This design comes from an exercise in tuning for small area on the open sky130 flow, not from production work. The RTL was checked by simulation tests, not by an equivalence proof against the original design. No driver is modelled on the clock port, so clocking that relies on it looks cheaper here than on a real chip.

## blue
==> flow/design.v (excerpt) <==
module PE_Matrix(
    input clk,
    input rst,                 
    input [47:0] enable,       
    input [11:0] read_weight,  
    input [11:0] read_data,    
    input [11:0] forwarding_enable,  
    input [31:0] data_bus,     
    input [31:0] weight_bus,   
    input [127:0] partial_sum,  
    output [127:0] accumulated_output  
);
    genvar i;
    generate
        for (i = 0; i < 4; i = i + 1) begin : pe_array_block
            PE_Array pe_array(
                .clk(clk),
                .rst(rst),
                .enable(enable[i*12 +: 12]),
                .read_weight(read_weight),
                .read_data(read_data),
                .forwarding_enable(forwarding_enable),
                .data_bus(data_bus[7:0]),
                .weight_bus(weight_bus[i*8 +: 8]),
                .partial_sum(partial_sum[i*32 +: 32]),
                .accumulated_output(accumulated_output[i*32 +: 32])
            );
        end
    endgenerate
endmodule
Size: ~12000 cells after synthesis, about 2000 flip-flops, roughly 410 I/O pins.
export LEC_CHECK = 0
export CAP_MARGIN = 20
export CORE_MARGIN = 2
export CORE_UTILIZATION = 40
export CTS_BUF_LIST = sky130_fd_sc_hd__clkbuf_16
export CTS_CLUSTER_DIAMETER = 100
export CTS_CLUSTER_SIZE = 24
export PLACE_DENSITY = 0.6
export SLEW_MARGIN = 20
export SYNTH_HIERARCHICAL = 1
create_clock -name core_clock -period 5.0 [get_ports {clk}]
standard.sh (not shown) runs the stock make flow with config.mk's settings and CLKGATE_MAP_FILE= SYNTH_SCRIPT=/design/flow/synth_recipe.tcl, a recipe that flattens the netlist after the stock synthesis.
==> flow/flow/run.sh <==
#!/bin/bash
set -euo pipefail
bash standard.sh synth > synth.log 2>&1
sdc=orfs/results/$FLOW_PLATFORM/PE_Matrix/base/1_synth.sdc
test -f "$sdc"
# placement-time hint of the later clock; flow/skew.tcl removes it after CTS
echo 'set_clock_latency 1.0 [get_pins *accum_tree.sum_a*/CLK]' >> "$sdc"
SKIP_CTS_REPAIR_TIMING=1 POST_CTS_TCL="$PWD/flow/skew.tcl" bash standard.sh finish > layout.log 2>&1
==> flow/flow/skew.tcl <==
set dly_cell sky130_fd_sc_hd__clkdlybuf4s50_1
set n_dly 1
set pins_all [get_pins *accum_tree.sum_a*/CLK]
unset_clock_latency $pins_all

proc driver_of { pin } {
  set net [get_nets -of_objects $pin]
  return [get_cells -of_objects [get_pins -of_objects $net -filter "direction == output"]]
}

set groups [dict create]
foreach pin $pins_all {
  dict lappend groups [get_full_name [get_nets -of_objects $pin]] $pin
}
set arrays [dict create]
set i 0
dict for {net pins} $groups {
  set n [llength $pins]
  set cell [expr {$n <= 6 ? "sky130_fd_sc_hd__clkbuf_4" : ($n <= 12 ? "sky130_fd_sc_hd__clkbuf_8" : "sky130_fd_sc_hd__clkbuf_16")}]
  insert_buffer -buffer_cell $cell -net [get_nets $net] -load_pins $pins \
    -buffer_name skewbuf_$i -net_name skewnet_$i
  set b [driver_of [lindex $pins 0]]
  regexp {pe_array_block\[(\d+)\]} [get_full_name [lindex $pins 0]] -> a
  dict lappend arrays $a [sta::find_pin "[get_full_name $b]/A"]
  incr i
}
dict for {a bpins} $arrays {
  if { [llength $bpins] > 1 } {
    insert_buffer -buffer_cell sky130_fd_sc_hd__clkbuf_8 -load_pins $bpins -load_pins_on_diff_nets \
      -buffer_name skewroot_$a -net_name skewrootnet_$a
    set load [sta::find_pin "[get_full_name [driver_of [lindex $bpins 0]]]/A"]
  } else {
    set load [lindex $bpins 0]
  }
  for {set k 0} {$k < $n_dly} {incr k} {
    insert_buffer -buffer_cell $dly_cell -load_pins [list $load] \
      -buffer_name skewdly_${a}_$k -net_name skewdlynet_${a}_$k
    set load [sta::find_pin "[get_full_name [driver_of $load]]/A"]
  }
}
puts "skew: [llength $pins_all] sum_a clock pins in [dict size $groups] groups, [dict size $arrays] branches"
detailed_placement
estimate_parasitics -placement
report_clock_skew

# what the standard CTS step does after clock tree synthesis
repair_timing_helper
detailed_placement
check_placement -verbose
## Diff of input files: orange against blue
- an added GPL_TIMING_DRIVEN of 0
==> comparison <==
- Row worst-path maximum fanout: orange higher / blue lower
- ~same post-detailed-placement cell area in blue and orange
- Nothing crashed in orange and all stages finished; the problem is that the final layout failed, the offending checks being negative setup slack.
- Cell count: orange higher than blue
- Comparing wire length on met1 for blue and orange, the smaller number came from blue.

* * *

PE_Matrix, a different RTL version from the one above (not shown whole).
Size in the first run: about 12000 cells after synthesis, roughly 410 I/O pins, roughly 150000 µm² of cells after synthesis.
export LEC_CHECK = 0
export CAP_MARGIN = 20
export CORE_MARGIN = 2
export CORE_UTILIZATION = 55
export CTS_BUF_LIST = sky130_fd_sc_hd__clkbuf_16
export CTS_CLUSTER_DIAMETER = 100
export CTS_CLUSTER_SIZE = 24
export PLACE_DENSITY = 0.6
export SLEW_MARGIN = 20
export SYNTH_HIERARCHICAL = 1
create_clock -name core_clock -period 5.0 [get_ports {clk}]
==> flow/flow/run.sh <==
#!/bin/bash
set -euo pipefail
bash standard.sh synth > synth.log 2>&1
sdc=orfs/results/$FLOW_PLATFORM/PE_Matrix/base/1_synth.sdc
test -f "$sdc"
# placement-time hint of the later clock; flow/skew.tcl removes it after CTS
echo 'set_clock_latency 2.0 [get_pins *accum_tree.sum_a*/CLK]' >> "$sdc"
# clock tree synthesis as the standard flow runs it, without dummy loads
cts_args="-sink_clustering_enable -repair_clock_nets -sink_clustering_size 24"
cts_args="$cts_args -sink_clustering_max_diameter 100 -buf_list sky130_fd_sc_hd__clkbuf_16 -dont_use_dummy_load"
# ports buffered with the smallest buffer
CTS_ARGS="$cts_args" SKIP_CTS_REPAIR_TIMING=1 POST_CTS_TCL="$PWD/flow/skew.tcl" \
  BUFFER_PORTS_ARGS="-buffer_cell sky130_fd_sc_hd__buf_1" bash standard.sh finish > layout.log 2>&1
Other scripts of this flow, unchanged in this note and not shown: flow/flow/skew.tcl
The first run produced a clean layout.
Change:
--- a/flow/config.mk
+++ b/flow/config.mk
@@ -10 +10 @@
-export CORE_UTILIZATION = 55
+export CORE_UTILIZATION = 40
Worst setup slack loses 0.0086 ns.
Clock skew is lower by 0.022 ns.
Routed wire length is lower by 0.91%.
Die area is higher by 37%.
Synthesized cell count does not change.
Hold slack gains 0.018 ns.
Sequential share of layout area is lower by 0.45 points.
Global-route usage is lower by 12 points.
Core utilization is lower by 15 points.

* * *

RTL: one of the versions met above, not the one the previous note started from.
For scale: about 12000 cells after synthesis, roughly 2000 flip-flops, about 150000 um2 of cells after synthesis.
export LEC_CHECK = 0
export CAP_MARGIN = 20
export CORE_MARGIN = 2
export CORE_UTILIZATION = 40
export CTS_BUF_LIST = sky130_fd_sc_hd__clkbuf_16
export CTS_CLUSTER_DIAMETER = 100
export CTS_CLUSTER_SIZE = 24
export PLACE_DENSITY = 0.6
export SLEW_MARGIN = 20
export SYNTH_HIERARCHICAL = 1
create_clock -name core_clock -period 5.0 [get_ports {clk}]
==> flow/flow/run.sh <==
#!/bin/bash
set -euo pipefail
bash standard.sh synth > synth.log 2>&1
sdc=orfs/results/$FLOW_PLATFORM/PE_Matrix/base/1_synth.sdc
test -f "$sdc"
# placement-time hint of the later clock; flow/skew.tcl removes it after CTS
echo 'set_clock_latency 1.5 [get_pins *accum_tree.sum_a*/CLK]' >> "$sdc"
# clock tree synthesis as the standard flow runs it, without dummy loads
cts_args="-sink_clustering_enable -repair_clock_nets -sink_clustering_size 24"
cts_args="$cts_args -sink_clustering_max_diameter 100 -buf_list sky130_fd_sc_hd__clkbuf_16 -dont_use_dummy_load"
# ports buffered with the smallest buffer
CTS_ARGS="$cts_args" SKIP_CTS_REPAIR_TIMING=1 POST_CTS_TCL="$PWD/flow/skew.tcl" \
  BUFFER_PORTS_ARGS="-buffer_cell sky130_fd_sc_hd__buf_1" bash standard.sh finish > layout.log 2>&1
==> flow/flow/skew.tcl <==
set dly_cell sky130_fd_sc_hd__clkdlybuf4s50_1
set n_dly 2
set pins_all [get_pins *accum_tree.sum_a*/CLK]
unset_clock_latency $pins_all

proc driver_of { pin } {
  set net [get_nets -of_objects $pin]
  return [get_cells -of_objects [get_pins -of_objects $net -filter "direction == output"]]
}

set groups [dict create]
foreach pin $pins_all {
  dict lappend groups [get_full_name [get_nets -of_objects $pin]] $pin
}
set arrays [dict create]
set i 0
dict for {net pins} $groups {
  set n [llength $pins]
  set cell [expr {$n <= 6 ? "sky130_fd_sc_hd__clkbuf_4" : ($n <= 12 ? "sky130_fd_sc_hd__clkbuf_8" : "sky130_fd_sc_hd__clkbuf_16")}]
  insert_buffer -buffer_cell $cell -net [get_nets $net] -load_pins $pins \
    -buffer_name skewbuf_$i -net_name skewnet_$i
  set b [driver_of [lindex $pins 0]]
  regexp {pe_array_block\[(\d+)\]} [get_full_name [lindex $pins 0]] -> a
  dict lappend arrays $a [sta::find_pin "[get_full_name $b]/A"]
  incr i
}
dict for {a bpins} $arrays {
  if { [llength $bpins] > 1 } {
    insert_buffer -buffer_cell sky130_fd_sc_hd__clkbuf_8 -load_pins $bpins -load_pins_on_diff_nets \
      -buffer_name skewroot_$a -net_name skewrootnet_$a
    set load [sta::find_pin "[get_full_name [driver_of [lindex $bpins 0]]]/A"]
  } else {
    set load [lindex $bpins 0]
  }
  for {set k 0} {$k < $n_dly} {incr k} {
    insert_buffer -buffer_cell $dly_cell -load_pins [list $load] \
      -buffer_name skewdly_${a}_$k -net_name skewdlynet_${a}_$k
    set load [sta::find_pin "[get_full_name [driver_of $load]]/A"]
  }
}
# The later clock leaves less time between a clock edge and the release of the
# reset at the sum_a registers' asynchronous set pins (removal check): give
# each array's sum_a set pins a delay cell and a buffer of their own, which
# delay the reset to them a little (its recovery check has ample slack).
foreach a {0 1 2 3} {
  set rpins {}
  foreach pin $pins_all {
    if { [string match "pe_array_block?$a?.*" [get_full_name $pin]] } {
      lappend rpins [sta::find_pin "[get_full_name [get_cells -of_objects $pin]]/SET_B"]
    }
  }
  if { [llength $rpins] > 0 } {
    insert_buffer -buffer_cell sky130_fd_sc_hd__buf_8 -load_pins $rpins -load_pins_on_diff_nets \
      -buffer_name skewrst_$a -net_name skewrstnet_$a
    set load [sta::find_pin "[get_full_name [driver_of [lindex $rpins 0]]]/A"]
    insert_buffer -buffer_cell $dly_cell -load_pins [list $load] \
      -buffer_name skewrstdly_$a -net_name skewrstdlynet_$a
  }
}
puts "skew: [llength $pins_all] sum_a clock pins in [dict size $groups] groups, [dict size $arrays] branches"
detailed_placement
estimate_parasitics -placement
report_clock_skew

# what the standard CTS step does after clock tree synthesis
repair_timing_helper
detailed_placement
check_placement -verbose
Edit:
==> flow/flow/run.sh (replaced) <==
#!/bin/bash
set -euo pipefail
bash standard.sh synth > synth.log 2>&1
sdc=orfs/results/$FLOW_PLATFORM/PE_Matrix/base/1_synth.sdc
test -f "$sdc"
# placement-time hint of the later clock; flow/skew.tcl removes it after CTS
echo 'set_clock_latency 1.0 [get_pins *accum_tree.sum_a*/CLK]' >> "$sdc"
SKIP_CTS_REPAIR_TIMING=1 POST_CTS_TCL="$PWD/flow/skew.tcl" bash standard.sh finish > layout.log 2>&1
--- a/flow/flow/skew.tcl
+++ b/flow/flow/skew.tcl
@@ -2 +2 @@
-set n_dly 2
+set n_dly 1
@@ -41,19 +40,0 @@
-# The later clock leaves less time between a clock edge and the release of the
-# reset at the sum_a registers' asynchronous set pins (removal check): give
-# each array's sum_a set pins a delay cell and a buffer of their own, which
-# delay the reset to them a little (its recovery check has ample slack).
-foreach a {0 1 2 3} {
-  set rpins {}
-  foreach pin $pins_all {
-    if { [string match "pe_array_block?$a?.*" [get_full_name $pin]] } {
-      lappend rpins [sta::find_pin "[get_full_name [get_cells -of_objects $pin]]/SET_B"]
-    }
-  }
-  if { [llength $rpins] > 0 } {
-    insert_buffer -buffer_cell sky130_fd_sc_hd__buf_8 -load_pins $rpins -load_pins_on_diff_nets \
-      -buffer_name skewrst_$a -net_name skewrstnet_$a
-    set load [sta::find_pin "[get_full_name [driver_of [lindex $rpins 0]]]/A"]
-    insert_buffer -buffer_cell $dly_cell -load_pins [list $load] \
-      -buffer_name skewrstdly_$a -net_name skewrstdlynet_$a
-  }
-}
Settings changed: PLACE_DENSITY 0.6 to 0.75.
Result:
- clock skew fell by 0.51 ns
- wire length is lower by a little under a tenth
- final cell count went up slightly
- fmax went down slightly
- worst setup slack loses 0.024 ns
- flip-flop and latch count does not change
Edit:
==> flow/flow/run.sh (replaced) <==
#!/bin/bash
set -euo pipefail
bash standard.sh synth > synth.log 2>&1
sdc=orfs/results/$FLOW_PLATFORM/PE_Matrix/base/1_synth.sdc
test -f "$sdc"
# placement-time hint of the later clock; flow/skew.tcl removes it after CTS
echo 'set_clock_latency 1.5 [get_pins *accum_tree.sum_a*/CLK]' >> "$sdc"
# clock tree synthesis as the standard flow runs it, without dummy loads
cts_args="-sink_clustering_enable -repair_clock_nets -sink_clustering_size 24"
cts_args="$cts_args -sink_clustering_max_diameter 100 -buf_list sky130_fd_sc_hd__clkbuf_16 -dont_use_dummy_load"
CTS_ARGS="$cts_args" SKIP_CTS_REPAIR_TIMING=1 POST_CTS_TCL="$PWD/flow/skew.tcl" \
  bash standard.sh finish > layout.log 2>&1
--- a/flow/flow/skew.tcl
+++ b/flow/flow/skew.tcl
@@ -2 +2 @@
-set n_dly 1
+set n_dly 2
@@ -40,0 +41,19 @@
+# The later clock leaves less time between a clock edge and the release of the
+# reset at the sum_a registers' asynchronous set pins (removal check): give
+# each array's sum_a set pins a delay cell and a buffer of their own, which
+# delay the reset to them a little (its recovery check has ample slack).
+foreach a {0 1 2 3} {
+  set rpins {}
+  foreach pin $pins_all {
+    if { [string match "pe_array_block?$a?.*" [get_full_name $pin]] } {
+      lappend rpins [sta::find_pin "[get_full_name [get_cells -of_objects $pin]]/SET_B"]
+    }
+  }
+  if { [llength $rpins] > 0 } {
+    insert_buffer -buffer_cell sky130_fd_sc_hd__buf_8 -load_pins $rpins -load_pins_on_diff_nets \
+      -buffer_name skewrst_$a -net_name skewrstnet_$a
+    set load [sta::find_pin "[get_full_name [driver_of [lindex $rpins 0]]]/A"]
+    insert_buffer -buffer_cell $dly_cell -load_pins [list $load] \
+      -buffer_name skewrstdly_$a -net_name skewrstdlynet_$a
+  }
+}
Settings changed: PLACE_DENSITY 0.75 to 0.6.
=> The changed run finished with timing, DRC and antenna clean. Flip-flop and latch count stays the same. Design area went down by 0.83%. Wire length came out higher by 6.3%. Via count fell by 1.4%. Global-route usage climbs by 1.8 points. Area after synthesis is unchanged. Synthesized cell count stays the same. Sequential share of layout area went up by 0.26 points. First-iteration DRC count falls by 15%. Die area does not change.
Edit:
==> flow/flow/run.sh (replaced) <==
#!/bin/bash
set -euo pipefail
bash standard.sh synth > synth.log 2>&1
sdc=orfs/results/$FLOW_PLATFORM/PE_Matrix/base/1_synth.sdc
test -f "$sdc"
# placement-time hint of the later clock; flow/skew.tcl removes it after CTS
echo 'set_clock_latency 1.0 [get_pins *accum_tree.sum_a*/CLK]' >> "$sdc"
SKIP_CTS_REPAIR_TIMING=1 POST_CTS_TCL="$PWD/flow/skew.tcl" \
  BUFFER_PORTS_ARGS="-buffer_cell sky130_fd_sc_hd__buf_1" bash standard.sh finish > layout.log 2>&1
--- a/flow/flow/skew.tcl
+++ b/flow/flow/skew.tcl
@@ -2 +2 @@
-set n_dly 2
+set n_dly 1
@@ -41,19 +40,0 @@
-# The later clock leaves less time between a clock edge and the release of the
-# reset at the sum_a registers' asynchronous set pins (removal check): give
-# each array's sum_a set pins a delay cell and a buffer of their own, which
-# delay the reset to them a little (its recovery check has ample slack).
-foreach a {0 1 2 3} {
-  set rpins {}
-  foreach pin $pins_all {
-    if { [string match "pe_array_block?$a?.*" [get_full_name $pin]] } {
-      lappend rpins [sta::find_pin "[get_full_name [get_cells -of_objects $pin]]/SET_B"]
-    }
-  }
-  if { [llength $rpins] > 0 } {
-    insert_buffer -buffer_cell sky130_fd_sc_hd__buf_8 -load_pins $rpins -load_pins_on_diff_nets \
-      -buffer_name skewrst_$a -net_name skewrstnet_$a
-    set load [sta::find_pin "[get_full_name [driver_of [lindex $rpins 0]]]/A"]
-    insert_buffer -buffer_cell $dly_cell -load_pins [list $load] \
-      -buffer_name skewrstdly_$a -net_name skewrstdlynet_$a
-  }
-}
Result: First-iteration DRC count shrinks by 7.1%. Design area shrinks by 0.35%.
Edit:
--- a/flow/flow/run.sh
+++ b/flow/flow/run.sh
@@ -7,2 +7,6 @@
-echo 'set_clock_latency 1.0 [get_pins *accum_tree.sum_a*/CLK]' >> "$sdc"
-SKIP_CTS_REPAIR_TIMING=1 POST_CTS_TCL="$PWD/flow/skew.tcl" \
+echo 'set_clock_latency 1.5 [get_pins *accum_tree.sum_a*/CLK]' >> "$sdc"
+# clock tree synthesis as the standard flow runs it, without dummy loads
+cts_args="-sink_clustering_enable -repair_clock_nets -sink_clustering_size 24"
+cts_args="$cts_args -sink_clustering_max_diameter 100 -buf_list sky130_fd_sc_hd__clkbuf_16 -dont_use_dummy_load"
+# ports buffered with the smallest buffer
+CTS_ARGS="$cts_args" SKIP_CTS_REPAIR_TIMING=1 POST_CTS_TCL="$PWD/flow/skew.tcl" \
--- a/flow/flow/skew.tcl
+++ b/flow/flow/skew.tcl
@@ -2 +2 @@
-set n_dly 1
+set n_dly 2
@@ -40,0 +41,19 @@
+# The later clock leaves less time between a clock edge and the release of the
+# reset at the sum_a registers' asynchronous set pins (removal check): give
+# each array's sum_a set pins a delay cell and a buffer of their own, which
+# delay the reset to them a little (its recovery check has ample slack).
+foreach a {0 1 2 3} {
+  set rpins {}
+  foreach pin $pins_all {
+    if { [string match "pe_array_block?$a?.*" [get_full_name $pin]] } {
+      lappend rpins [sta::find_pin "[get_full_name [get_cells -of_objects $pin]]/SET_B"]
+    }
+  }
+  if { [llength $rpins] > 0 } {
+    insert_buffer -buffer_cell sky130_fd_sc_hd__buf_8 -load_pins $rpins -load_pins_on_diff_nets \
+      -buffer_name skewrst_$a -net_name skewrstnet_$a
+    set load [sta::find_pin "[get_full_name [driver_of [lindex $rpins 0]]]/A"]
+    insert_buffer -buffer_cell $dly_cell -load_pins [list $load] \
+      -buffer_name skewrstdly_$a -net_name skewrstdlynet_$a
+  }
+}
Settings changed: CORE_UTILIZATION 40 to 55.
=> Design area goes down by 2.6%. Fmax goes up by 3.4%. Core utilization goes up by 15 points. Sequential share of layout area goes up by 0.85 points. Setup slack gains 0.16 ns. Global-route usage goes up by 11 points. Register-to-register slack gains 0.16 ns. Synthesized cell count stays the same.

static timing again, ports no longer ideal:
In the flow no input, the clock included, has a driving cell. The finished layouts below were timed again as built, in two steps.
Step 1 (the two cells are an assumption about what drives the block):
set clk [get_ports {clk}]
set_driving_cell -lib_cell sky130_fd_sc_hd__clkbuf_16 $clk
set_driving_cell -lib_cell sky130_fd_sc_hd__buf_2 [delete_from_list [all_inputs] $clk]
Step 2, shift: input delay + t, output delay - t, t = (earliest + latest rising clock arrival at the registers) / 2. This alone moves slack from input paths to output paths.
Slacks: ideal / step 1 / step 2; pairs: ideal / step 1.
| run | shift t [ns] | slack for setup (ns) | worst setup path after step 2 | clock arrival spread, ns |
|---|---|---|---|---|
| blue | 1.478 | 0.081 / 0.081 / 0.075 | input to register | 1.025 / 1.025 |
| orange | 1.486 | -0.114 / -0.114 / -0.239 | input to register | 1.094 / 1.093 |
| the first run of note 2 | 1.801 | 0.193 / 0.193 / 0.193 | register to register | 1.966 / 1.966 |
| the second run of note 2 | 1.900 | 0.184 / 0.184 / 0.184 | register to register | 1.902 / 1.902 |
| the first run of note 3 | 1.672 | 0.174 / 0.174 / -0.010 | input to register | 1.479 / 1.479 |
| the second run of note 3 | 1.426 | 0.149 / 0.149 / 0.149 | register to register | 1.027 / 1.027 |
| the third run of note 3 | 1.681 | 0.211 / 0.211 / -0.194 | input to register | 1.501 / 1.502 |
| the fourth run of note 3 | 1.480 | 0.091 / 0.091 / 0.091 | register to register | 1.034 / 1.034 |
| the fifth run of note 3 | 1.659 | 0.251 / 0.251 / 0.251 | register to register | 1.508 / 1.508 |
In every run listed the clock reaches the registers at very different times; t lies between them, and the last value is a rough guide only. For the third run of note 3, which loses most, drivers alone change the setup slack by 0.000 ns; drivers and shift together by -0.405 ns.
